This is an optimization exercise on Yosys and OpenROAD, whose aim is small area and a short achievable clock period, not a production implementation. The RTL was checked by simulation tests, not by an equivalence proof against the original design. The flow treats the clock pin as an ideal source. Dropping or thinning the clock tree relies on that and would not hold on a real chip. Power figures rest on the tool's default switching activity, not on a simulated workload.

the reference run:
==> flow/design.v <==
module moving_avg_filt(
  input clk,
  input signed [7:0] signal_in,
  output signed [7:0] signal_out
  );
  parameter N = 64;  
  reg signed [7:0] q [0:N-1];
  reg signed [8:0] d;
  reg signed [13:0] sum;
  reg [13:0] acc;
  reg [5:0] phase;
  reg load;
  reg keep;
  wire signed [13:0] acc_sum = {~acc[13], acc[12:0]};
  wire [7:0] acc_lo = keep ? acc[7:0] : 8'd0;
  wire [8:0] alo = {1'b0, acc_lo} + {1'b0, ~q[0][7], q[0][6:0]};
  wire [5:0] ahi_up = acc[13:8] + 6'd1;
  wire [5:0] ahi = keep ? (alo[8] ? ahi_up : acc[13:8]) : 6'd0;
  integer i;
  always @(posedge clk) begin
    q[0] <= signal_in;
    for (i = 0; i < N - 1; i = i + 1)
      q[i + 1] <= q[i];
    d <= signal_in - q[N-1];
    phase <= phase + 6'd1;
    load <= (phase == 6'd62);
    keep <= (phase != 6'd62);
    sum <= (load ? acc_sum : sum) + d;
    acc <= {ahi, alo[7:0]};
  end
  assign signal_out = sum[13:6];
endmodule
==> flow/config.mk <==
export PLATFORM = sky130hd
export DESIGN_NAME = moving_avg_filt
export DESIGN_NICKNAME = moving_avg_filt
export VERILOG_FILES = /design/flow/design.v
export SDC_FILE = /design/flow/constraint.sdc
export NUM_CORES = 4
export LEC_CHECK = 0
export ABC_CLOCK_PERIOD_IN_PS = 2000
export CAP_MARGIN = 20
export CORE_MARGIN = 2
export CORE_UTILIZATION = 60
export HOLD_SLACK_MARGIN = 0
export PLACE_DENSITY = 0.75
export SLEW_MARGIN = 20
==> flow/constraint.sdc <==
create_clock -name core_clock -period 8.0 [get_ports {clk}]
set_input_delay 1.6000 -clock core_clock [delete_from_list [all_inputs] [get_ports {clk}]]
set_output_delay 1.6000 -clock core_clock [all_outputs]
set_load 0.01 [all_outputs]
standard.sh (not shown) runs the stock make flow with config.mk's settings and CLKGATE_MAP_FILE= SYNTH_SCRIPT=/design/flow/synth_recipe.tcl, a recipe that flattens the netlist after the stock synthesis.
==> flow/flow/run.sh <==
#!/bin/bash
# Standard ORFS layout (standard synthesis unchanged) with port buffers of a
# plain buffer cell, no CTS dummy loads, a tighter setup repair target, and
# the clock tree reshaped after CTS (flow/clocktree.tcl).
set -euo pipefail
bash standard.sh \
  BUFFER_PORTS_ARGS="-buffer_cell sky130_fd_sc_hd__buf_2" \
  CTS_ARGS="-sink_clustering_enable -repair_clock_nets -dont_use_dummy_load -sink_clustering_size 34 -sink_clustering_max_diameter 70 -buf_list {sky130_fd_sc_hd__clkbuf_16}" \
  POST_CTS_TCL="$PWD/flow/clocktree.tcl" \
  SETUP_SLACK_MARGIN=5.6 \
  finish > flow.log 2>&1
Other scripts of this flow, unchanged in this note and not shown: flow/flow/clocktree.tcl
Modified inputs, the trial run compared to the reference run
==> flow/design.v <==
module moving_avg_filt(
  input clk,
  input signed [7:0] signal_in,
  output reg signed [7:0] signal_out
  );
  parameter N = 64;  
  reg signed [7:0] q [0:N-1];
  reg [13:0] ss;
  reg [13:0] sc;
  reg [13:0] acc;
  reg [5:0] phase;
  reg load_a;
  reg pre_b;
  reg load_b;
  reg keep;
  reg clear;
  integer i;
  wire [7:0] xu = {~signal_in[7], signal_in[6:0]};       
  wire [7:0] q0u = {~q[0][7], q[0][6:0]};                
  wire [7:0] yn = {q[N-1][7], ~q[N-1][6:0]};             
  wire [13:0] a = load_a ? acc : ss;
  wire [13:0] b = load_b ? {6'd0, q0u} : sc;
  wire [13:0] r1c = load_b ? 14'h2000 : {6'h3f, yn};
  wire [13:0] s1 = a ^ b ^ r1c;
  wire [14:0] c1 = {(a & b) | (a & r1c) | (b & r1c), keep};    
  wire [13:0] r2c = {6'd0, xu};
  wire [13:0] s2 = s1 ^ c1[13:0] ^ r2c;
  wire [14:0] c2 = {(s1 & c1[13:0]) | (s1 & r2c) | (c1[13:0] & r2c), 1'b0};
  wire [13:0] sum = ss + sc;
  wire [7:0] acc_lo = clear ? 8'd0 : acc[7:0];
  wire [8:0] alo = {1'b0, acc_lo} + {1'b0, q0u};
  wire [5:0] ahi_up = acc[13:8] + 6'd1;
  wire [5:0] ahi = clear ? 6'd0 : (alo[8] ? ahi_up : acc[13:8]);
  always @(posedge clk) begin
    q[0] <= signal_in;
    for (i = 0; i < N - 1; i = i + 1)
      q[i + 1] <= q[i];
    phase <= phase + 6'd1;
    load_a <= (phase == 6'd62);
    pre_b <= (phase == 6'd61);
    load_b <= pre_b;
    keep <= (phase != 6'd62);
    clear <= (phase == 6'd0);
    ss <= s2;
    sc <= c2[13:0];
    acc <= {ahi, alo[7:0]};
    signal_out <= sum[13:6];
  end
endmodule
Findings:
Going from the reference run to the trial run, detailed-route via count grows by about 1.6%.
Higher worst setup slack among the trial run and the reference run: the trial run
Diff the reference run -> the trial run: global-route wire length before repair decreased 4.4%; sequential cell count increased 2.7%; synthesized instance count increased 5.3%.
The portion of netlist area occupied by mux cells reported for the trial run is greater than that of the reference run by 0.47 points.
Per the comparison of the trial run with the reference run, number of top-level pins stayed essentially flat, die footprint went up, power climbed about 14%.
Changes observed in the trial run relative to the reference run: share of total power in combinational logic grew by 6.7 points, total area of sequential cells grew by about 2.7%, combinational power grew by about 90%, fraction of the mapped netlist area in compound gates shrank by 0.31 points.
The trial run vs the reference run — number of sinks driven by the clock tree climbed by a few percent

separate check: timing with driven ports:
The results above use ideal ports. As a check the final layouts listed here were re-extracted and re-timed, cells and wires unchanged.
Step 1 (the two cells are an assumption about what drives the block):
set clk [get_ports {clk}]
set_driving_cell -lib_cell sky130_fd_sc_hd__clkbuf_16 $clk
set_driving_cell -lib_cell sky130_fd_sc_hd__buf_2 [delete_from_list [all_inputs] $clk]
Step 2 moves the port delays by t, midway between the first and last clock arrival at a register: inputs arrive t later, outputs are due t later. That takes back most of the time a late clock gives input paths.
Slacks: ideal / step 1 / step 2; pairs: ideal / step 1.
run | shift t [ns] | setup slack, ns | slew at the worst register clock pin (ns) | cell pins on the clock port's net
the reference run | 0.402 | 5.367 / 5.404 / 5.001 | 0.12 / 0.12 | 4
the trial run | 0.425 | 5.607 / 5.508 / 5.624 | 0.12 / 0.12 | 4
After both steps every run listed still meets setup and hold. The setup slack of the reference run, which loses most, moves by +0.037 ns with the drivers and by -0.366 ns with both steps.
